This design comes from an exercise in tuning for small area, a short achievable clock period and few clock cycles per item on the open sky130 flow, not from production work.
Only the layout flow was run in this run; the RTL was not checked for function there.

### design/flow/run.sh
#!/bin/bash
# synth_recipe.tcl (not shown) runs the flow's synth.tcl, then flattens the netlist and writes it again
# the make line also repeats each setting of config.mk as NAME=value (left out here)
make -C /OpenROAD-flow-scripts/flow DESIGN_CONFIG=/design/flow/config.mk WORK_HOME=/design/flow/orfs CLKGATE_MAP_FILE= SYNTH_SCRIPT=/design/flow/synth_recipe.tcl finish
### design/flow/config.mk
export PLATFORM = sky130hd
export DESIGN_NAME = arctan
export DESIGN_NICKNAME = arctan
export VERILOG_FILES = /design/flow/design.v
export SDC_FILE = /design/flow/constraint.sdc
export NUM_CORES = 4
export LEC_CHECK = 0
export ABC_AREA = 1
export CAP_MARGIN = 20
export CORE_MARGIN = 2
export CORE_UTILIZATION = 40
export SETUP_SLACK_MARGIN = 2.5
export SLEW_MARGIN = 20
### design/flow/design.v
module arctan #
	(
		parameter integer C_S00_AXIS_TDATA_WIDTH	= 32,
		parameter integer C_M00_AXIS_TDATA_WIDTH	= 32,
    parameter integer ITERATIONS = 16
	)
	(
		input wire  s00_axis_aclk, s00_axis_aresetn,
		input wire  s00_axis_tlast, s00_axis_tvalid,
		input wire [C_S00_AXIS_TDATA_WIDTH-1 : 0] s00_axis_tdata,
		input wire [(C_S00_AXIS_TDATA_WIDTH/8)-1: 0] s00_axis_tstrb,
		output logic  s00_axis_tready,
		input wire  m00_axis_aclk, m00_axis_aresetn,
		input wire  m00_axis_tready,
		output logic  m00_axis_tvalid, m00_axis_tlast,
		output logic [C_M00_AXIS_TDATA_WIDTH-1 : 0] m00_axis_tdata,
		output logic [(C_M00_AXIS_TDATA_WIDTH/8)-1: 0] m00_axis_tstrb
	);
  logic sv;   
  logic ov;   
  wire adv = ~sv;
  logic rdy;   
  assign s00_axis_tready = rdy;
  wire signed [15:0] x_in = s00_axis_tdata[15:0];
  wire signed [15:0] y_in = s00_axis_tdata[31:16];
  logic s0_v;
  logic [4:0] s0_side;
  logic signed [15:0] s0_x, s0_y;
  logic [1:0] s0_q;
  logic [0:0] s0_b;
  logic s1_v;
  logic [4:0] s1_side;
  logic signed [15:0] s1_x, s1_y;
  logic [1:0] s1_q;
  logic [1:0] s1_b;
  logic s2_v;
  logic [4:0] s2_side;
  logic signed [15:0] s2_x, s2_y;
  logic [1:0] s2_q;
  logic [2:0] s2_b;
  logic s3_v;
  logic [4:0] s3_side;
  logic signed [15:0] s3_x, s3_y;
  logic [1:0] s3_q;
  logic [3:0] s3_b;
  logic s4_v;
  logic [4:0] s4_side;
  logic signed [15:0] s4_x, s4_y;
  logic [1:0] s4_q;
  logic [4:0] s4_b;
  logic s5_v;
  logic [4:0] s5_side;
  logic signed [15:0] s5_x, s5_y;
  logic [1:0] s5_q;
  logic [5:0] s5_b;
  logic s6_v;
  logic [4:0] s6_side;
  logic signed [15:0] s6_x, s6_y;
  logic [1:0] s6_q;
  logic [6:0] s6_b;
  logic s7_v;
  logic [4:0] s7_side;
  logic signed [15:0] s7_x, s7_y;
  logic [1:0] s7_q;
  logic [7:0] s7_b;
  logic s8_v;
  logic [4:0] s8_side;
  logic signed [15:0] s8_x, s8_y;
  logic [1:0] s8_q;
  logic [8:0] s8_b;
  logic s9_v;
  logic [4:0] s9_side;
  logic signed [15:0] s9_x, s9_y;
  logic [1:0] s9_q;
  logic [9:0] s9_b;
  logic s10_v;
  logic [4:0] s10_side;
  logic signed [15:0] s10_x, s10_y;
  logic [1:0] s10_q;
  logic [10:0] s10_b;
  logic s11_v;
  logic [4:0] s11_side;
  logic signed [15:0] s11_x, s11_y;
  logic [1:0] s11_q;
  logic [11:0] s11_b;
  logic s12_v;
  logic [4:0] s12_side;
  logic signed [15:0] s12_x, s12_y;
  logic [1:0] s12_q;
  logic [12:0] s12_b;
  logic s13_v;
  logic [4:0] s13_side;
  logic signed [15:0] s13_x, s13_y;
  logic signed [18:0] s13_r;
  logic signed [4:0] s13_pc;
  logic [0:0] s13_bl;
  wire c0_neg = x_in[15];
  wire c0_yneg = y_in[15];
  logic signed [15:0] c0_xf, c0_yf;
  assign c0_xf = (x_in ^ {16{c0_neg}}) + 16'(c0_neg);
  assign c0_yf = (y_in ^ {16{c0_neg}}) + 16'(c0_neg);
  wire c0_dn0 = ~c0_yf[15];   
  logic [0:0] c0_b;
  assign c0_b = {c0_dn0};
  always_ff @(posedge s00_axis_aclk) begin
    if (s00_axis_aresetn == 1'b0) s0_v <= 1'b0;
    else if (adv) s0_v <= s00_axis_tvalid;
  end
  always_ff @(posedge s00_axis_aclk) begin
    if (adv) begin
      s0_x <= c0_xf;
      s0_y <= c0_yf;
      s0_q <= {c0_neg, c0_yneg};
      s0_b <= c0_b;
      s0_side <= {s00_axis_tlast, s00_axis_tstrb};
    end
  end
  wire c1_d0 = s0_b[0];   
  logic signed [15:0] c1_x1, c1_y1;
  logic signed [15:0] c1_x1_op;
  assign c1_x1_op = (s0_y >>> 0);
  logic [16:0] c1_x1_s;
  assign c1_x1_s = {s0_x, 1'b1} + {c1_x1_op ^ {16{s0_y[15]}}, s0_y[15]};
  assign c1_x1 = c1_x1_s[16:1];
  logic signed [15:0] c1_y1_op;
  assign c1_y1_op = (s0_x >>> 0);
  logic [16:0] c1_y1_s;
  assign c1_y1_s = {s0_y, 1'b1} + {c1_y1_op ^ {16{c1_d0}}, c1_d0};
  assign c1_y1 = c1_y1_s[16:1];
  wire c1_dn1 = ~c1_y1[15];   
  logic [1:0] c1_b;
  assign c1_b = {c1_dn1, s0_b};
  always_ff @(posedge s00_axis_aclk) begin
    if (s00_axis_aresetn == 1'b0) s1_v <= 1'b0;
    else if (adv) s1_v <= s0_v;
  end
  always_ff @(posedge s00_axis_aclk) begin
    if (adv) begin
      s1_x <= c1_x1;
      s1_y <= c1_y1;
      s1_q <= s0_q;
      s1_b <= c1_b;
      s1_side <= s0_side;
    end
  end
  wire c2_d1 = s1_b[1];   
  logic signed [15:0] c2_x2, c2_y2;
  logic signed [15:0] c2_x2_op;
  assign c2_x2_op = (s1_y >>> 1);
  logic [16:0] c2_x2_s;
  assign c2_x2_s = {s1_x, 1'b1} + {c2_x2_op ^ {16{s1_y[15]}}, s1_y[15]};
  assign c2_x2 = c2_x2_s[16:1];
  logic signed [15:0] c2_y2_op;
  assign c2_y2_op = (s1_x >>> 1);
  logic [16:0] c2_y2_s;
  assign c2_y2_s = {s1_y, 1'b1} + {c2_y2_op ^ {16{c2_d1}}, c2_d1};
  assign c2_y2 = c2_y2_s[16:1];
  wire c2_dn2 = ~c2_y2[15];   
  logic [2:0] c2_b;
  assign c2_b = {c2_dn2, s1_b};
  always_ff @(posedge s00_axis_aclk) begin
    if (s00_axis_aresetn == 1'b0) s2_v <= 1'b0;
    else if (adv) s2_v <= s1_v;
  end
  always_ff @(posedge s00_axis_aclk) begin
    if (adv) begin
      s2_x <= c2_x2;
      s2_y <= c2_y2;
      s2_q <= s1_q;
      s2_b <= c2_b;
      s2_side <= s1_side;
    end
  end
  wire c3_d2 = s2_b[2];   
  logic signed [15:0] c3_x3, c3_y3;
  logic signed [15:0] c3_x3_op;
  assign c3_x3_op = (s2_y >>> 2);
  logic [16:0] c3_x3_s;
  assign c3_x3_s = {s2_x, 1'b1} + {c3_x3_op ^ {16{s2_y[15]}}, s2_y[15]};
  assign c3_x3 = c3_x3_s[16:1];
  logic signed [15:0] c3_y3_op;
  assign c3_y3_op = (s2_x >>> 2);
  logic [16:0] c3_y3_s;
  assign c3_y3_s = {s2_y, 1'b1} + {c3_y3_op ^ {16{c3_d2}}, c3_d2};
  assign c3_y3 = c3_y3_s[16:1];
  wire c3_dn3 = ~c3_y3[15];   
  logic [3:0] c3_b;
  assign c3_b = {c3_dn3, s2_b};
  always_ff @(posedge s00_axis_aclk) begin
    if (s00_axis_aresetn == 1'b0) s3_v <= 1'b0;
    else if (adv) s3_v <= s2_v;
  end
  always_ff @(posedge s00_axis_aclk) begin
    if (adv) begin
      s3_x <= c3_x3;
      s3_y <= c3_y3;
      s3_q <= s2_q;
      s3_b <= c3_b;
      s3_side <= s2_side;
    end
  end
  wire c4_d3 = s3_b[3];   
  logic signed [15:0] c4_x4, c4_y4;
  logic signed [15:0] c4_x4_op;
  assign c4_x4_op = (s3_y >>> 3);
  logic [16:0] c4_x4_s;
  assign c4_x4_s = {s3_x, 1'b1} + {c4_x4_op ^ {16{s3_y[15]}}, s3_y[15]};
  assign c4_x4 = c4_x4_s[16:1];
  logic signed [15:0] c4_y4_op;
  assign c4_y4_op = (s3_x >>> 3);
  logic [16:0] c4_y4_s;
  assign c4_y4_s = {s3_y, 1'b1} + {c4_y4_op ^ {16{c4_d3}}, c4_d3};
  assign c4_y4 = c4_y4_s[16:1];
  wire c4_dn4 = ~c4_y4[15];   
  logic [4:0] c4_b;
  assign c4_b = {c4_dn4, s3_b};
  always_ff @(posedge s00_axis_aclk) begin
    if (s00_axis_aresetn == 1'b0) s4_v <= 1'b0;
    else if (adv) s4_v <= s3_v;
  end
  always_ff @(posedge s00_axis_aclk) begin
    if (adv) begin
      s4_x <= c4_x4;
      s4_y <= c4_y4;
      s4_q <= s3_q;
      s4_b <= c4_b;
      s4_side <= s3_side;
    end
  end
  wire c5_d4 = s4_b[4];   
  logic signed [15:0] c5_x5, c5_y5;
  logic signed [15:0] c5_x5_op;
  assign c5_x5_op = (s4_y >>> 4);
  logic [16:0] c5_x5_s;
  assign c5_x5_s = {s4_x, 1'b1} + {c5_x5_op ^ {16{s4_y[15]}}, s4_y[15]};
  assign c5_x5 = c5_x5_s[16:1];
  logic signed [15:0] c5_y5_op;
  assign c5_y5_op = (s4_x >>> 4);
  logic [16:0] c5_y5_s;
  assign c5_y5_s = {s4_y, 1'b1} + {c5_y5_op ^ {16{c5_d4}}, c5_d4};
  assign c5_y5 = c5_y5_s[16:1];
  wire c5_dn5 = ~c5_y5[15];   
  logic [5:0] c5_b;
  assign c5_b = {c5_dn5, s4_b};
  always_ff @(posedge s00_axis_aclk) begin
    if (s00_axis_aresetn == 1'b0) s5_v <= 1'b0;
    else if (adv) s5_v <= s4_v;
  end
  always_ff @(posedge s00_axis_aclk) begin
    if (adv) begin
      s5_x <= c5_x5;
      s5_y <= c5_y5;
      s5_q <= s4_q;
      s5_b <= c5_b;
      s5_side <= s4_side;
    end
  end
  wire c6_d5 = s5_b[5];   
  logic signed [15:0] c6_x6, c6_y6;
  logic signed [15:0] c6_x6_op;
  assign c6_x6_op = (s5_y >>> 5);
  logic [16:0] c6_x6_s;
  assign c6_x6_s = {s5_x, 1'b1} + {c6_x6_op ^ {16{s5_y[15]}}, s5_y[15]};
  assign c6_x6 = c6_x6_s[16:1];
  logic signed [15:0] c6_y6_op;
  assign c6_y6_op = (s5_x >>> 5);
  logic [16:0] c6_y6_s;
  assign c6_y6_s = {s5_y, 1'b1} + {c6_y6_op ^ {16{c6_d5}}, c6_d5};
  assign c6_y6 = c6_y6_s[16:1];
  wire c6_dn6 = ~c6_y6[15];   
  logic [6:0] c6_b;
  assign c6_b = {c6_dn6, s5_b};
  always_ff @(posedge s00_axis_aclk) begin
    if (s00_axis_aresetn == 1'b0) s6_v <= 1'b0;
    else if (adv) s6_v <= s5_v;
  end
  always_ff @(posedge s00_axis_aclk) begin
    if (adv) begin
      s6_x <= c6_x6;
      s6_y <= c6_y6;
      s6_q <= s5_q;
      s6_b <= c6_b;
      s6_side <= s5_side;
    end
  end
  wire c7_d6 = s6_b[6];   
  logic signed [15:0] c7_x7, c7_y7;
  logic signed [15:0] c7_x7_op;
  assign c7_x7_op = (s6_y >>> 6);
  logic [16:0] c7_x7_s;
  assign c7_x7_s = {s6_x, 1'b1} + {c7_x7_op ^ {16{s6_y[15]}}, s6_y[15]};
  assign c7_x7 = c7_x7_s[16:1];
  logic signed [15:0] c7_y7_op;
  assign c7_y7_op = (s6_x >>> 6);
  logic [16:0] c7_y7_s;
  assign c7_y7_s = {s6_y, 1'b1} + {c7_y7_op ^ {16{c7_d6}}, c7_d6};
  assign c7_y7 = c7_y7_s[16:1];
  wire c7_dn7 = ~c7_y7[15];   
  logic [7:0] c7_b;
  assign c7_b = {c7_dn7, s6_b};
  always_ff @(posedge s00_axis_aclk) begin
    if (s00_axis_aresetn == 1'b0) s7_v <= 1'b0;
    else if (adv) s7_v <= s6_v;
  end
  always_ff @(posedge s00_axis_aclk) begin
    if (adv) begin
      s7_x <= c7_x7;
      s7_y <= c7_y7;
      s7_q <= s6_q;
      s7_b <= c7_b;
      s7_side <= s6_side;
    end
  end
  wire c8_d7 = s7_b[7];   
  logic signed [15:0] c8_x8, c8_y8;
  logic signed [15:0] c8_x8_op;
  assign c8_x8_op = (s7_y >>> 7);
  logic [16:0] c8_x8_s;
  assign c8_x8_s = {s7_x, 1'b1} + {c8_x8_op ^ {16{s7_y[15]}}, s7_y[15]};
  assign c8_x8 = c8_x8_s[16:1];
  logic signed [15:0] c8_y8_op;
  assign c8_y8_op = (s7_x >>> 7);
  logic [16:0] c8_y8_s;
  assign c8_y8_s = {s7_y, 1'b1} + {c8_y8_op ^ {16{c8_d7}}, c8_d7};
  assign c8_y8 = c8_y8_s[16:1];
  wire c8_dn8 = ~c8_y8[15];   
  logic [8:0] c8_b;
  assign c8_b = {c8_dn8, s7_b};
  always_ff @(posedge s00_axis_aclk) begin
    if (s00_axis_aresetn == 1'b0) s8_v <= 1'b0;
    else if (adv) s8_v <= s7_v;
  end
  always_ff @(posedge s00_axis_aclk) begin
    if (adv) begin
      s8_x <= c8_x8;
      s8_y <= c8_y8;
      s8_q <= s7_q;
      s8_b <= c8_b;
      s8_side <= s7_side;
    end
  end
  wire c9_d8 = s8_b[8];   
  logic signed [15:0] c9_x9, c9_y9;
  logic signed [15:0] c9_x9_op;
  assign c9_x9_op = (s8_y >>> 8);
  logic [16:0] c9_x9_s;
  assign c9_x9_s = {s8_x, 1'b1} + {c9_x9_op ^ {16{s8_y[15]}}, s8_y[15]};
  assign c9_x9 = c9_x9_s[16:1];
  logic signed [15:0] c9_y9_op;
  assign c9_y9_op = (s8_x >>> 8);
  logic [16:0] c9_y9_s;
  assign c9_y9_s = {s8_y, 1'b1} + {c9_y9_op ^ {16{c9_d8}}, c9_d8};
  assign c9_y9 = c9_y9_s[16:1];
  wire c9_dn9 = ~c9_y9[15];   
  logic [9:0] c9_b;
  assign c9_b = {c9_dn9, s8_b};
  always_ff @(posedge s00_axis_aclk) begin
    if (s00_axis_aresetn == 1'b0) s9_v <= 1'b0;
    else if (adv) s9_v <= s8_v;
  end
  always_ff @(posedge s00_axis_aclk) begin
    if (adv) begin
      s9_x <= c9_x9;
      s9_y <= c9_y9;
      s9_q <= s8_q;
      s9_b <= c9_b;
      s9_side <= s8_side;
    end
  end
  wire c10_d9 = s9_b[9];   
  logic signed [15:0] c10_x10, c10_y10;
  logic signed [15:0] c10_x10_op;
  assign c10_x10_op = (s9_y >>> 9);
  logic [16:0] c10_x10_s;
  assign c10_x10_s = {s9_x, 1'b1} + {c10_x10_op ^ {16{s9_y[15]}}, s9_y[15]};
  assign c10_x10 = c10_x10_s[16:1];
  logic signed [15:0] c10_y10_op;
  assign c10_y10_op = (s9_x >>> 9);
  logic [16:0] c10_y10_s;
  assign c10_y10_s = {s9_y, 1'b1} + {c10_y10_op ^ {16{c10_d9}}, c10_d9};
  assign c10_y10 = c10_y10_s[16:1];
  wire c10_dn10 = ~c10_y10[15];   
  logic [10:0] c10_b;
  assign c10_b = {c10_dn10, s9_b};
  always_ff @(posedge s00_axis_aclk) begin
    if (s00_axis_aresetn == 1'b0) s10_v <= 1'b0;
    else if (adv) s10_v <= s9_v;
  end
  always_ff @(posedge s00_axis_aclk) begin
    if (adv) begin
      s10_x <= c10_x10;
      s10_y <= c10_y10;
      s10_q <= s9_q;
      s10_b <= c10_b;
      s10_side <= s9_side;
    end
  end
  wire c11_d10 = s10_b[10];   
  logic signed [15:0] c11_x11, c11_y11;
  logic signed [15:0] c11_x11_op;
  assign c11_x11_op = (s10_y >>> 10);
  logic [16:0] c11_x11_s;
  assign c11_x11_s = {s10_x, 1'b1} + {c11_x11_op ^ {16{s10_y[15]}}, s10_y[15]};
  assign c11_x11 = c11_x11_s[16:1];
  logic signed [15:0] c11_y11_op;
  assign c11_y11_op = (s10_x >>> 10);
  logic [16:0] c11_y11_s;
  assign c11_y11_s = {s10_y, 1'b1} + {c11_y11_op ^ {16{c11_d10}}, c11_d10};
  assign c11_y11 = c11_y11_s[16:1];
  wire c11_dn11 = ~c11_y11[15];   
  logic [11:0] c11_b;
  assign c11_b = {c11_dn11, s10_b};
  always_ff @(posedge s00_axis_aclk) begin
    if (s00_axis_aresetn == 1'b0) s11_v <= 1'b0;
    else if (adv) s11_v <= s10_v;
  end
  always_ff @(posedge s00_axis_aclk) begin
    if (adv) begin
      s11_x <= c11_x11;
      s11_y <= c11_y11;
      s11_q <= s10_q;
      s11_b <= c11_b;
      s11_side <= s10_side;
    end
  end
  wire c12_d11 = s11_b[11];   
  logic signed [15:0] c12_x12, c12_y12;
  logic signed [15:0] c12_x12_op;
  assign c12_x12_op = (s11_y >>> 11);
  logic [16:0] c12_x12_s;
  assign c12_x12_s = {s11_x, 1'b1} + {c12_x12_op ^ {16{s11_y[15]}}, s11_y[15]};
  assign c12_x12 = c12_x12_s[16:1];
  logic signed [15:0] c12_y12_op;
  assign c12_y12_op = (s11_x >>> 11);
  logic [16:0] c12_y12_s;
  assign c12_y12_s = {s11_y, 1'b1} + {c12_y12_op ^ {16{c12_d11}}, c12_d11};
  assign c12_y12 = c12_y12_s[16:1];
  wire c12_dn12 = ~c12_y12[15];   
  logic [12:0] c12_b;
  assign c12_b = {c12_dn12, s11_b};
  always_ff @(posedge s00_axis_aclk) begin
    if (s00_axis_aresetn == 1'b0) s12_v <= 1'b0;
    else if (adv) s12_v <= s11_v;
  end
  always_ff @(posedge s00_axis_aclk) begin
    if (adv) begin
      s12_x <= c12_x12;
      s12_y <= c12_y12;
      s12_q <= s11_q;
      s12_b <= c12_b;
      s12_side <= s11_side;
    end
  end
  wire c13_d12 = s12_b[12];   
  logic signed [15:0] c13_x13, c13_y13;
  logic signed [15:0] c13_x13_op;
  assign c13_x13_op = (s12_y >>> 12);
  logic [16:0] c13_x13_s;
  assign c13_x13_s = {s12_x, 1'b1} + {c13_x13_op ^ {16{s12_y[15]}}, s12_y[15]};
  assign c13_x13 = c13_x13_s[16:1];
  logic signed [15:0] c13_y13_op;
  assign c13_y13_op = (s12_x >>> 12);
  logic [16:0] c13_y13_s;
  assign c13_y13_s = {s12_y, 1'b1} + {c13_y13_op ^ {16{c13_d12}}, c13_d12};
  assign c13_y13 = c13_y13_s[16:1];
  logic signed [18:0] c13_k, c13_k0, c13_k1, c13_k2;
  assign c13_k0 = (s12_b[4] ? (s12_b[3] ? (s12_b[2] ? (s12_b[1] ? (s12_b[0] ? 19'sd53037 : 19'sd1567) : (s12_b[0] ? 19'sd22653 : -19'sd28817)) : (s12_b[1] ? (s12_b[0] ? 19'sd36983 : -19'sd14487) : (s12_b[0] ? 19'sd6599 : -19'sd44871))) : (s12_b[2] ? (s12_b[1] ? (s12_b[0] ? 19'sd44889 : -19'sd6581) : (s12_b[0] ? 19'sd14505 : -19'sd36965)) : (s12_b[1] ? (s12_b[0] ? 19'sd28835 : -19'sd22635) : (s12_b[0] ? -19'sd1549 : -19'sd53019)))) : (s12_b[3] ? (s12_b[2] ? (s12_b[1] ? (s12_b[0] ? 19'sd48947 : -19'sd2523) : (s12_b[0] ? 19'sd18563 : -19'sd32907)) : (s12_b[1] ? (s12_b[0] ? 19'sd32893 : -19'sd18577) : (s12_b[0] ? 19'sd2509 : -19'sd48961))) : (s12_b[2] ? (s12_b[1] ? (s12_b[0] ? 19'sd40799 : -19'sd10671) : (s12_b[0] ? 19'sd10415 : -19'sd41055)) : (s12_b[1] ? (s12_b[0] ? 19'sd24745 : -19'sd26725) : (s12_b[0] ? -19'sd5639 : -19'sd57109)))));
  assign c13_k1 = (s12_b[4] ? (s12_b[3] ? (s12_b[2] ? (s12_b[1] ? (s12_b[0] ? 19'sd155980 : 19'sd104510) : (s12_b[0] ? 19'sd125596 : 19'sd74126)) : (s12_b[1] ? (s12_b[0] ? 19'sd139926 : 19'sd88456) : (s12_b[0] ? 19'sd109542 : 19'sd58072))) : (s12_b[2] ? (s12_b[1] ? (s12_b[0] ? 19'sd147832 : 19'sd96362) : (s12_b[0] ? 19'sd117448 : 19'sd65978)) : (s12_b[1] ? (s12_b[0] ? 19'sd131778 : 19'sd80308) : (s12_b[0] ? 19'sd101394 : 19'sd49924)))) : (s12_b[3] ? (s12_b[2] ? (s12_b[1] ? (s12_b[0] ? 19'sd151890 : 19'sd100420) : (s12_b[0] ? 19'sd121506 : 19'sd70036)) : (s12_b[1] ? (s12_b[0] ? 19'sd135836 : 19'sd84366) : (s12_b[0] ? 19'sd105452 : 19'sd53982))) : (s12_b[2] ? (s12_b[1] ? (s12_b[0] ? 19'sd143742 : 19'sd92272) : (s12_b[0] ? 19'sd113358 : 19'sd61888)) : (s12_b[1] ? (s12_b[0] ? 19'sd127688 : 19'sd76218) : (s12_b[0] ? 19'sd97304 : 19'sd45834)))));
  assign c13_k2 = (s12_b[4] ? (s12_b[3] ? (s12_b[2] ? (s12_b[1] ? (s12_b[0] ? -19'sd49906 : -19'sd101376) : (s12_b[0] ? -19'sd80290 : -19'sd131760)) : (s12_b[1] ? (s12_b[0] ? -19'sd65960 : -19'sd117430) : (s12_b[0] ? -19'sd96344 : -19'sd147814))) : (s12_b[2] ? (s12_b[1] ? (s12_b[0] ? -19'sd58054 : -19'sd109524) : (s12_b[0] ? -19'sd88438 : -19'sd139908)) : (s12_b[1] ? (s12_b[0] ? -19'sd74108 : -19'sd125578) : (s12_b[0] ? -19'sd104492 : -19'sd155962)))) : (s12_b[3] ? (s12_b[2] ? (s12_b[1] ? (s12_b[0] ? -19'sd53996 : -19'sd105466) : (s12_b[0] ? -19'sd84380 : -19'sd135850)) : (s12_b[1] ? (s12_b[0] ? -19'sd70050 : -19'sd121520) : (s12_b[0] ? -19'sd100434 : -19'sd151904))) : (s12_b[2] ? (s12_b[1] ? (s12_b[0] ? -19'sd62144 : -19'sd113614) : (s12_b[0] ? -19'sd92528 : -19'sd143998)) : (s12_b[1] ? (s12_b[0] ? -19'sd78198 : -19'sd129668) : (s12_b[0] ? -19'sd108582 : -19'sd160052)))));
  assign c13_k = s12_q[1] ? (s12_q[0] ? c13_k2 : c13_k1) : c13_k0;
  logic [18:0] c13_bv;
  assign c13_bv = {1'b0, 1'b0, 1'b0, 1'b0, 1'b0, 1'b0, 1'b0, s12_b[5], s12_b[6], s12_b[7], s12_b[8], s12_b[9], s12_b[10], s12_b[11], s12_b[12], 1'b0, 1'b0, 1'b0, 1'b0};
  logic signed [18:0] c13_r;
  logic [8:0] c13_lo;
  assign c13_lo = {1'b0, c13_k[11:4]} + {1'b0, c13_bv[11:4]};
  logic [6:0] c13_h0, c13_h1;
  assign c13_h0 = c13_k[18:12];
  assign c13_h1 = c13_k[18:12] + 7'd1;
  assign c13_r = {c13_lo[8] ? c13_h1 : c13_h0, c13_lo[7:0], c13_k[3:0]};
  logic [3:0] c13_pc;
  assign c13_pc = (s12_b[12] ? (s12_b[11] ? (s12_b[10] ? (s12_b[9] ? (s12_b[8] ? (s12_b[7] ? (s12_b[6] ? (s12_b[5] ? 4'd8 : 4'd7) : (s12_b[5] ? 4'd7 : 4'd6)) : (s12_b[6] ? (s12_b[5] ? 4'd7 : 4'd6) : (s12_b[5] ? 4'd6 : 4'd5))) : (s12_b[7] ? (s12_b[6] ? (s12_b[5] ? 4'd7 : 4'd6) : (s12_b[5] ? 4'd6 : 4'd5)) : (s12_b[6] ? (s12_b[5] ? 4'd6 : 4'd5) : (s12_b[5] ? 4'd5 : 4'd4)))) : (s12_b[8] ? (s12_b[7] ? (s12_b[6] ? (s12_b[5] ? 4'd7 : 4'd6) : (s12_b[5] ? 4'd6 : 4'd5)) : (s12_b[6] ? (s12_b[5] ? 4'd6 : 4'd5) : (s12_b[5] ? 4'd5 : 4'd4))) : (s12_b[7] ? (s12_b[6] ? (s12_b[5] ? 4'd6 : 4'd5) : (s12_b[5] ? 4'd5 : 4'd4)) : (s12_b[6] ? (s12_b[5] ? 4'd5 : 4'd4) : (s12_b[5] ? 4'd4 : 4'd3))))) : (s12_b[9] ? (s12_b[8] ? (s12_b[7] ? (s12_b[6] ? (s12_b[5] ? 4'd7 : 4'd6) : (s12_b[5] ? 4'd6 : 4'd5)) : (s12_b[6] ? (s12_b[5] ? 4'd6 : 4'd5) : (s12_b[5] ? 4'd5 : 4'd4))) : (s12_b[7] ? (s12_b[6] ? (s12_b[5] ? 4'd6 : 4'd5) : (s12_b[5] ? 4'd5 : 4'd4)) : (s12_b[6] ? (s12_b[5] ? 4'd5 : 4'd4) : (s12_b[5] ? 4'd4 : 4'd3)))) : (s12_b[8] ? (s12_b[7] ? (s12_b[6] ? (s12_b[5] ? 4'd6 : 4'd5) : (s12_b[5] ? 4'd5 : 4'd4)) : (s12_b[6] ? (s12_b[5] ? 4'd5 : 4'd4) : (s12_b[5] ? 4'd4 : 4'd3))) : (s12_b[7] ? (s12_b[6] ? (s12_b[5] ? 4'd5 : 4'd4) : (s12_b[5] ? 4'd4 : 4'd3)) : (s12_b[6] ? (s12_b[5] ? 4'd4 : 4'd3) : (s12_b[5] ? 4'd3 : 4'd2)))))) : (s12_b[10] ? (s12_b[9] ? (s12_b[8] ? (s12_b[7] ? (s12_b[6] ? (s12_b[5] ? 4'd7 : 4'd6) : (s12_b[5] ? 4'd6 : 4'd5)) : (s12_b[6] ? (s12_b[5] ? 4'd6 : 4'd5) : (s12_b[5] ? 4'd5 : 4'd4))) : (s12_b[7] ? (s12_b[6] ? (s12_b[5] ? 4'd6 : 4'd5) : (s12_b[5] ? 4'd5 : 4'd4)) : (s12_b[6] ? (s12_b[5] ? 4'd5 : 4'd4) : (s12_b[5] ? 4'd4 : 4'd3)))) : (s12_b[8] ? (s12_b[7] ? (s12_b[6] ? (s12_b[5] ? 4'd6 : 4'd5) : (s12_b[5] ? 4'd5 : 4'd4)) : (s12_b[6] ? (s12_b[5] ? 4'd5 : 4'd4) : (s12_b[5] ? 4'd4 : 4'd3))) : (s12_b[7] ? (s12_b[6] ? (s12_b[5] ? 4'd5 : 4'd4) : (s12_b[5] ? 4'd4 : 4'd3)) : (s12_b[6] ? (s12_b[5] ? 4'd4 : 4'd3) : (s12_b[5] ? 4'd3 : 4'd2))))) : (s12_b[9] ? (s12_b[8] ? (s12_b[7] ? (s12_b[6] ? (s12_b[5] ? 4'd6 : 4'd5) : (s12_b[5] ? 4'd5 : 4'd4)) : (s12_b[6] ? (s12_b[5] ? 4'd5 : 4'd4) : (s12_b[5] ? 4'd4 : 4'd3))) : (s12_b[7] ? (s12_b[6] ? (s12_b[5] ? 4'd5 : 4'd4) : (s12_b[5] ? 4'd4 : 4'd3)) : (s12_b[6] ? (s12_b[5] ? 4'd4 : 4'd3) : (s12_b[5] ? 4'd3 : 4'd2)))) : (s12_b[8] ? (s12_b[7] ? (s12_b[6] ? (s12_b[5] ? 4'd5 : 4'd4) : (s12_b[5] ? 4'd4 : 4'd3)) : (s12_b[6] ? (s12_b[5] ? 4'd4 : 4'd3) : (s12_b[5] ? 4'd3 : 4'd2))) : (s12_b[7] ? (s12_b[6] ? (s12_b[5] ? 4'd4 : 4'd3) : (s12_b[5] ? 4'd3 : 4'd2)) : (s12_b[6] ? (s12_b[5] ? 4'd3 : 4'd2) : (s12_b[5] ? 4'd2 : 4'd1))))))) : (s12_b[11] ? (s12_b[10] ? (s12_b[9] ? (s12_b[8] ? (s12_b[7] ? (s12_b[6] ? (s12_b[5] ? 4'd7 : 4'd6) : (s12_b[5] ? 4'd6 : 4'd5)) : (s12_b[6] ? (s12_b[5] ? 4'd6 : 4'd5) : (s12_b[5] ? 4'd5 : 4'd4))) : (s12_b[7] ? (s12_b[6] ? (s12_b[5] ? 4'd6 : 4'd5) : (s12_b[5] ? 4'd5 : 4'd4)) : (s12_b[6] ? (s12_b[5] ? 4'd5 : 4'd4) : (s12_b[5] ? 4'd4 : 4'd3)))) : (s12_b[8] ? (s12_b[7] ? (s12_b[6] ? (s12_b[5] ? 4'd6 : 4'd5) : (s12_b[5] ? 4'd5 : 4'd4)) : (s12_b[6] ? (s12_b[5] ? 4'd5 : 4'd4) : (s12_b[5] ? 4'd4 : 4'd3))) : (s12_b[7] ? (s12_b[6] ? (s12_b[5] ? 4'd5 : 4'd4) : (s12_b[5] ? 4'd4 : 4'd3)) : (s12_b[6] ? (s12_b[5] ? 4'd4 : 4'd3) : (s12_b[5] ? 4'd3 : 4'd2))))) : (s12_b[9] ? (s12_b[8] ? (s12_b[7] ? (s12_b[6] ? (s12_b[5] ? 4'd6 : 4'd5) : (s12_b[5] ? 4'd5 : 4'd4)) : (s12_b[6] ? (s12_b[5] ? 4'd5 : 4'd4) : (s12_b[5] ? 4'd4 : 4'd3))) : (s12_b[7] ? (s12_b[6] ? (s12_b[5] ? 4'd5 : 4'd4) : (s12_b[5] ? 4'd4 : 4'd3)) : (s12_b[6] ? (s12_b[5] ? 4'd4 : 4'd3) : (s12_b[5] ? 4'd3 : 4'd2)))) : (s12_b[8] ? (s12_b[7] ? (s12_b[6] ? (s12_b[5] ? 4'd5 : 4'd4) : (s12_b[5] ? 4'd4 : 4'd3)) : (s12_b[6] ? (s12_b[5] ? 4'd4 : 4'd3) : (s12_b[5] ? 4'd3 : 4'd2))) : (s12_b[7] ? (s12_b[6] ? (s12_b[5] ? 4'd4 : 4'd3) : (s12_b[5] ? 4'd3 : 4'd2)) : (s12_b[6] ? (s12_b[5] ? 4'd3 : 4'd2) : (s12_b[5] ? 4'd2 : 4'd1)))))) : (s12_b[10] ? (s12_b[9] ? (s12_b[8] ? (s12_b[7] ? (s12_b[6] ? (s12_b[5] ? 4'd6 : 4'd5) : (s12_b[5] ? 4'd5 : 4'd4)) : (s12_b[6] ? (s12_b[5] ? 4'd5 : 4'd4) : (s12_b[5] ? 4'd4 : 4'd3))) : (s12_b[7] ? (s12_b[6] ? (s12_b[5] ? 4'd5 : 4'd4) : (s12_b[5] ? 4'd4 : 4'd3)) : (s12_b[6] ? (s12_b[5] ? 4'd4 : 4'd3) : (s12_b[5] ? 4'd3 : 4'd2)))) : (s12_b[8] ? (s12_b[7] ? (s12_b[6] ? (s12_b[5] ? 4'd5 : 4'd4) : (s12_b[5] ? 4'd4 : 4'd3)) : (s12_b[6] ? (s12_b[5] ? 4'd4 : 4'd3) : (s12_b[5] ? 4'd3 : 4'd2))) : (s12_b[7] ? (s12_b[6] ? (s12_b[5] ? 4'd4 : 4'd3) : (s12_b[5] ? 4'd3 : 4'd2)) : (s12_b[6] ? (s12_b[5] ? 4'd3 : 4'd2) : (s12_b[5] ? 4'd2 : 4'd1))))) : (s12_b[9] ? (s12_b[8] ? (s12_b[7] ? (s12_b[6] ? (s12_b[5] ? 4'd5 : 4'd4) : (s12_b[5] ? 4'd4 : 4'd3)) : (s12_b[6] ? (s12_b[5] ? 4'd4 : 4'd3) : (s12_b[5] ? 4'd3 : 4'd2))) : (s12_b[7] ? (s12_b[6] ? (s12_b[5] ? 4'd4 : 4'd3) : (s12_b[5] ? 4'd3 : 4'd2)) : (s12_b[6] ? (s12_b[5] ? 4'd3 : 4'd2) : (s12_b[5] ? 4'd2 : 4'd1)))) : (s12_b[8] ? (s12_b[7] ? (s12_b[6] ? (s12_b[5] ? 4'd4 : 4'd3) : (s12_b[5] ? 4'd3 : 4'd2)) : (s12_b[6] ? (s12_b[5] ? 4'd3 : 4'd2) : (s12_b[5] ? 4'd2 : 4'd1))) : (s12_b[7] ? (s12_b[6] ? (s12_b[5] ? 4'd3 : 4'd2) : (s12_b[5] ? 4'd2 : 4'd1)) : (s12_b[6] ? (s12_b[5] ? 4'd2 : 4'd1) : (s12_b[5] ? 4'd1 : 4'd0))))))));
  wire c13_dn13 = ~c13_y13[15];   
  logic [13:0] c13_b;
  assign c13_b = {c13_dn13, s12_b};
  always_ff @(posedge s00_axis_aclk) begin
    if (s00_axis_aresetn == 1'b0) s13_v <= 1'b0;
    else if (adv) s13_v <= s12_v;
  end
  always_ff @(posedge s00_axis_aclk) begin
    if (adv) begin
      s13_x <= c13_x13;
      s13_y <= c13_y13;
      s13_r <= c13_r;
      s13_pc <= c13_pc;
      s13_bl <= c13_b[13:13];
      s13_side <= s12_side;
    end
  end
  wire c14_d13 = s13_bl[0];   
  logic signed [15:0] c14_y14;
  logic signed [15:0] c14_y14_op;
  assign c14_y14_op = (s13_x >>> 13);
  logic [16:0] c14_y14_s;
  assign c14_y14_s = {s13_y, 1'b1} + {c14_y14_op ^ {16{c14_d13}}, c14_d13};
  assign c14_y14 = c14_y14_s[16:1];
  wire c14_d14 = ~c14_y14[15];   
  logic [14:0] c14_b;
  assign c14_b = {c14_d14, s13_bl};
  logic signed [18:0] c14_ph;
  logic signed [4:0] c14_t;
  assign c14_t = {3'b000, s13_bl[0], s13_bl[0]} - {1'b0, s13_pc[3:0]};
  logic [18:0] c14_su0, c14_su1;
  assign c14_su0 = {s13_r[18:1], 1'b1} + {18'(c14_t), 1'b0};
  assign c14_su1 = {s13_r[18:1], 1'b1} + {18'(c14_t), 1'b1};
  assign c14_ph = {c14_d14 ? c14_su1[18:1] : c14_su0[18:1], s13_r[0]};
      logic signed [18:0] o_ph;
      logic signed [18:0] k_ph;
      logic [4:0] o_side, k_side;
      wire push = adv & s13_v;
      wire load_o = m00_axis_tready | ~ov;
      always_ff @(posedge s00_axis_aclk) begin
        if (s00_axis_aresetn == 1'b0) begin
          ov <= 1'b0;
          sv <= 1'b0;
        end else if (load_o) begin
          ov <= sv | push;
          sv <= 1'b0;
        end else begin
          sv <= sv | push;
        end
      end
  always_ff @(posedge s00_axis_aclk) begin
    if (s00_axis_aresetn == 1'b0) rdy <= 1'b1;
    else if (load_o) rdy <= 1'b1;
    else rdy <= ~(sv | push);
  end
      always_ff @(posedge s00_axis_aclk) begin
        if (load_o) begin
          o_ph <= sv ? 19'(k_ph) : c14_ph;
          o_side <= sv ? k_side : s13_side;
        end
        if (adv) begin
          k_ph <= c14_ph;
          k_side <= s13_side;
        end
      end
      assign m00_axis_tvalid = ov;
  logic [12:0] o_sx;
  always_ff @(posedge s00_axis_aclk) begin
    o_sx[0] <= load_o ? (sv ? k_ph[18] : c14_ph[18]) : o_ph[18];
    for (int i = 1; i < 13; i++) o_sx[i] <= load_o ? (sv ? k_ph[18] : c14_ph[18]) : o_sx[i-1];
  end
  assign m00_axis_tdata = {o_sx, o_ph};
      assign m00_axis_tlast = o_side[4];
      assign m00_axis_tstrb = o_side[3:0];
    endmodule
### design/flow/constraint.sdc
create_clock -name core_clock -period 5.0 [get_ports {s00_axis_aclk}]
set_input_delay 1.0000 -clock core_clock [delete_from_list [all_inputs] [get_ports {s00_axis_aclk}]]
set_output_delay 1.0000 -clock core_clock [all_outputs]
set_load 0.01 [all_outputs]
==> impl_summary.txt <==
----------------------------------------------------
[Drt]
  TritonRoute pass-1 iters ... 6
  Initial DRC Count ... 2038
  Detail Route met2 WL ... 50300 µm
  Met1 WL ... roughly 44000 µm
  Antenna Nets Post-Route ... 0
  Final WL ... 100000 µm
  Post-detailed-route via-to-cell ratio ... 4.95
  WL/cell ... 15.6 µm
  DRC violations left ... 0
  Length of routed met3 wiring ... roughly 3000 µm
  Via count of the routed design ... 31837
  Top metal layer carrying routed signals ... met4

[Yosys]
  Gate count of the mapped netlist ... 4440
  Post-Synthesis Net Count ... a little under 5000
  Most used DFF post-synth ... sky130_fd_sc_hd__edfxtp_1
  Mapped Area ... approximately 0.044 mm²
  Syn avg cell area ... between 9 and 10 µm²
  Top post-synthesis cells by count ... 870 x sky130_fd_sc_hd__nand2_1, 670 x sky130_fd_sc_hd__edfxtp_1, 593 x sky130_fd_sc_hd__xor2_1
  Area fraction of the dominant cell type after synthesis ... 0.453
  Async set-reset flop share out of synthesis ... 0
  Synth warn ... 1
  Distinct cells, synth ... 63
  Post-synth EDFFs ... 670
  Most common cell in the netlist ... sky130_fd_sc_hd__nand2_1
  Number of storage elements in the synthesis netlist ... 724
  Share of the yosys chip area belonging to registers ... 0.478
  Area leader, netlist ... sky130_fd_sc_hd__edfxtp_1
  Cell types with the largest area share after synthesis ... sky130_fd_sc_hd__edfxtp_1 45%, sky130_fd_sc_hd__xor2_1 12%, sky130_fd_sc_hd__ha_1 11%

[STA]
  Final Max Slew Viols ... 0
  Tightest Pin Transition ... 1.01 ns
  Final hold slack ... between 0.3 and 0.4 ns
  Setup TNS ... 0 ns
  Final setup violation count ... 0
  Maximum clock rate ... 0.311 GHz
  Worst clock skew on the final layout ... 0.0583 ns
  Crit share post-route ... 0.644
  Final worst path period need ... 3.22 ns
  Unrepaired setup endpoints after global routing ... yes
  Final Hold Fails ... 0
  Slew HR ... 0.329

[Place]
  Hpwl dp ... 68600 µm
  Gp weighted congestion ... 0.911
  Standard cell area after detailed placement ... 0.0468 mm²
  Number of I/O port buffers ... just under 80

[Floorplanning]
  Starting density of the core ... 0.402
  Width of the die ... 337 µm
  Total core area ... roughly 0.11 mm²
  Rows ... between 100 and 150
  Die footprint ... 0.114 mm²
  Top-level I/O count ... 82
  Die height ... 337 µm

[Status]
  Status ... finished clean

[GRT]
  Largest net degree at the start of global routing ... between 100 and 150
  Global-route wire length before repair ... 154000 µm
  Global router's overall resource usage ... 0.168
  Via count of the first global-routing pass ... a little under 30000
  Global route total overflow ... 0
  Antenna violations before repair ... 0

[Finish]
  Layout net count ... 5309
  Share of post-route cells with drive strength above 1 ... 0.212
  Regs by FF count ... k_ph (19), o_ph (19), s13_r (19)
  Growth of design area from synthesis to finish ... 25.4%
  Number of diodes added for antenna fixing ... 0
  Core occupancy in the finished layout ... 0.504
  Finished layout cell area ... 0.0556 mm²

[Clocking]
  Clock latency on the worst-skew pair ... 0.68 ns
  Number of buffers created by CTS ... 85
  Clock tree from TritonCTS ... built
  CTS H-tree lvls ... 3
  Number of buffers inserted for hold repair after clock tree synthesis ... 0
  Worst-path clk slew ... about 0.060 ns
  Library cell used as clock root buffer ... sky130_fd_sc_hd__clkbuf_16
  Number of sinks driven by the clock tree ... approximately 720
  Bufs on Longest Clock Path ... 3

[Critical path]
  Required time of the critical path ... 5.42 ns
  Depth of the worst register-to-register path ... 18
  Crit path kind ... reg2reg
  CP startpoint kind ... register
  Maximum fanout along the worst path ... 5
  Arrival time worst endpoint ... 3.63 ns
  Crit path capture type ... register

[Run]
  Number of max-cap violations ... 0

[Min path]
  Class of the tightest hold or removal check ... reg2reg
  Depth of the worst hold-timing path ... 0

----------------------------------------------------
[final cells by class]
| cell class | count | area [µm²] |
|---|---|---|
| fill | 9808 | 54700 |
| sequential | 724 | 21200 |
| inverter | 328 | 1270 |
| timing repair buffer | 430 | 3980 |
| clock inverter | 46 | 423 |
| clock buffer | 107 | 2360 |
| tap | 1488 | 1860 |
| multi-input combinational | 3314 | 24500 |
[critical path, cell delays in order (launching register included)]
cell                       delay [ns]
sky130_fd_sc_hd__edfxtp_1        0.47
sky130_fd_sc_hd__inv_4           0.16
sky130_fd_sc_hd__ha_4            0.22
sky130_fd_sc_hd__or2_4           0.24
sky130_fd_sc_hd__o21ai_1         0.07
sky130_fd_sc_hd__nand2_1         0.09
sky130_fd_sc_hd__nand3_2         0.08
sky130_fd_sc_hd__a21oi_2         0.04
sky130_fd_sc_hd__a221oi_2        0.33
sky130_fd_sc_hd__ha_1            0.36
sky130_fd_sc_hd__a21oi_2         0.15
sky130_fd_sc_hd__nand2_1         0.09
sky130_fd_sc_hd__nand2_1         0.06
sky130_fd_sc_hd__nand2_1         0.06
sky130_fd_sc_hd__a21oi_2         0.16
sky130_fd_sc_hd__nor2_1          0.06
sky130_fd_sc_hd__o21ai_1         0.12
sky130_fd_sc_hd__nand2_1         0.08
sky130_fd_sc_hd__xor2_1          0.14
[metrics by stage]
stage | std cells | setup slack [ns]
after detailed placement | 5943 | 1.29
after global routing | 6437 | 1.62
final | 6437 | 1.78
after floorplan | 4440 | 1.92
after CTS | 6276 | 1.91
after global placement | 5943 | 1.33
[path summary, 6_finish.rpt]
kind                                  end      from  slack, ns
worst max-delay path            s13_r[11]  s12_b[1]       1.78
worst min register to register    s6_q[1]   s5_q[1]       0.39
worst max register to register  s13_r[11]  s12_b[1]       1.78
worst min-delay path              s6_q[1]   s5_q[1]       0.39
[cell usage in the layout, fill, tap and decap left out, types with 18 or more instances in the layout]
cell type                           n
sky130_fd_sc_hd__o21ai_1           51
sky130_fd_sc_hd__nor2_2            34
sky130_fd_sc_hd__clkbuf_16         92
sky130_fd_sc_hd__nand2_4           23
sky130_fd_sc_hd__nor3_1            27
sky130_fd_sc_hd__a21o_1            32
sky130_fd_sc_hd__dfxtp_1           54
sky130_fd_sc_hd__buf_4            265
sky130_fd_sc_hd__nand2_1          743
sky130_fd_sc_hd__buf_12            26
sky130_fd_sc_hd__xor2_1           564
sky130_fd_sc_hd__xor2_2            23
sky130_fd_sc_hd__nand4_1           39
sky130_fd_sc_hd__o21ai_0          124
sky130_fd_sc_hd__nand2_2          111
sky130_fd_sc_hd__ha_1             324
sky130_fd_sc_hd__dlygate4sd2_1     39
sky130_fd_sc_hd__o21ai_2           43
sky130_fd_sc_hd__clkdlybuf4s50_1   39
sky130_fd_sc_hd__a21oi_4           18
sky130_fd_sc_hd__a21oi_1          230
sky130_fd_sc_hd__edfxtp_1         670
sky130_fd_sc_hd__nand3_1          170
sky130_fd_sc_hd__a21oi_2           99
sky130_fd_sc_hd__inv_1            302
sky130_fd_sc_hd__xnor2_1          148
sky130_fd_sc_hd__ha_4              38
sky130_fd_sc_hd__nor2_1           212
sky130_fd_sc_hd__nand3_2           20
sky130_fd_sc_hd__buf_6             56
[kinds of logic (layout without fill, tap and decap cells)]
kind of cell    Yosys count  after routing  share of synthesized area
mux                       1              1                   0.000226
flops                   724            724                      0.478
xor+xnor                753            754                      0.150
simple gates           1455           1459                      0.137
buf+inv                 407            911                     0.0378
fa+ha+maj               383            383                      0.109
compound gates          717            717                     0.0890
[routing by layer]
layer,track usage,vias up
met5,0,-
met2,0.294,469
met3,0.0246,168
met1,0.214,14964
li1,-,16236
met4,0.0488,0
[repair_timing]
action / in CTS / in global routing
resized for setup: 363 / 470
endpoints found under the setup margin: 315 / 199
pin swaps: 122 / 253
buffers inserted: 175 / 159
gates cloned: 5 / 2
hold endpoints to repair: 0 / 0

## static timing again, ports no longer ideal
In the flow no input, the clock included, has a driving cell. The finished layout below was timed again as built, in two steps. Step 1: set_driving_cell puts a clkbuf_16 on s00_axis_aclk and a buf_2 on each other input, an assumption about the parent block. Step 2 adds t to the input delays and takes it off the output delays; t is the mean of the earliest and latest rising clock arrival at the registers after step 1. Input paths then give back, and output paths get back, about the clock's delay inside the block. a / b / c = no drivers / after step 1 / after step 2; a / b = the first two.
shift t [ns]: 0.718
setup slack, ns: 1.782 / 1.782 / 1.782
worst data-port slew with drivers (ns): 0.09
After both steps this run still meets setup and hold. The setup slack of this run moves by 0.000 ns with the drivers and by 0.000 ns with both steps.
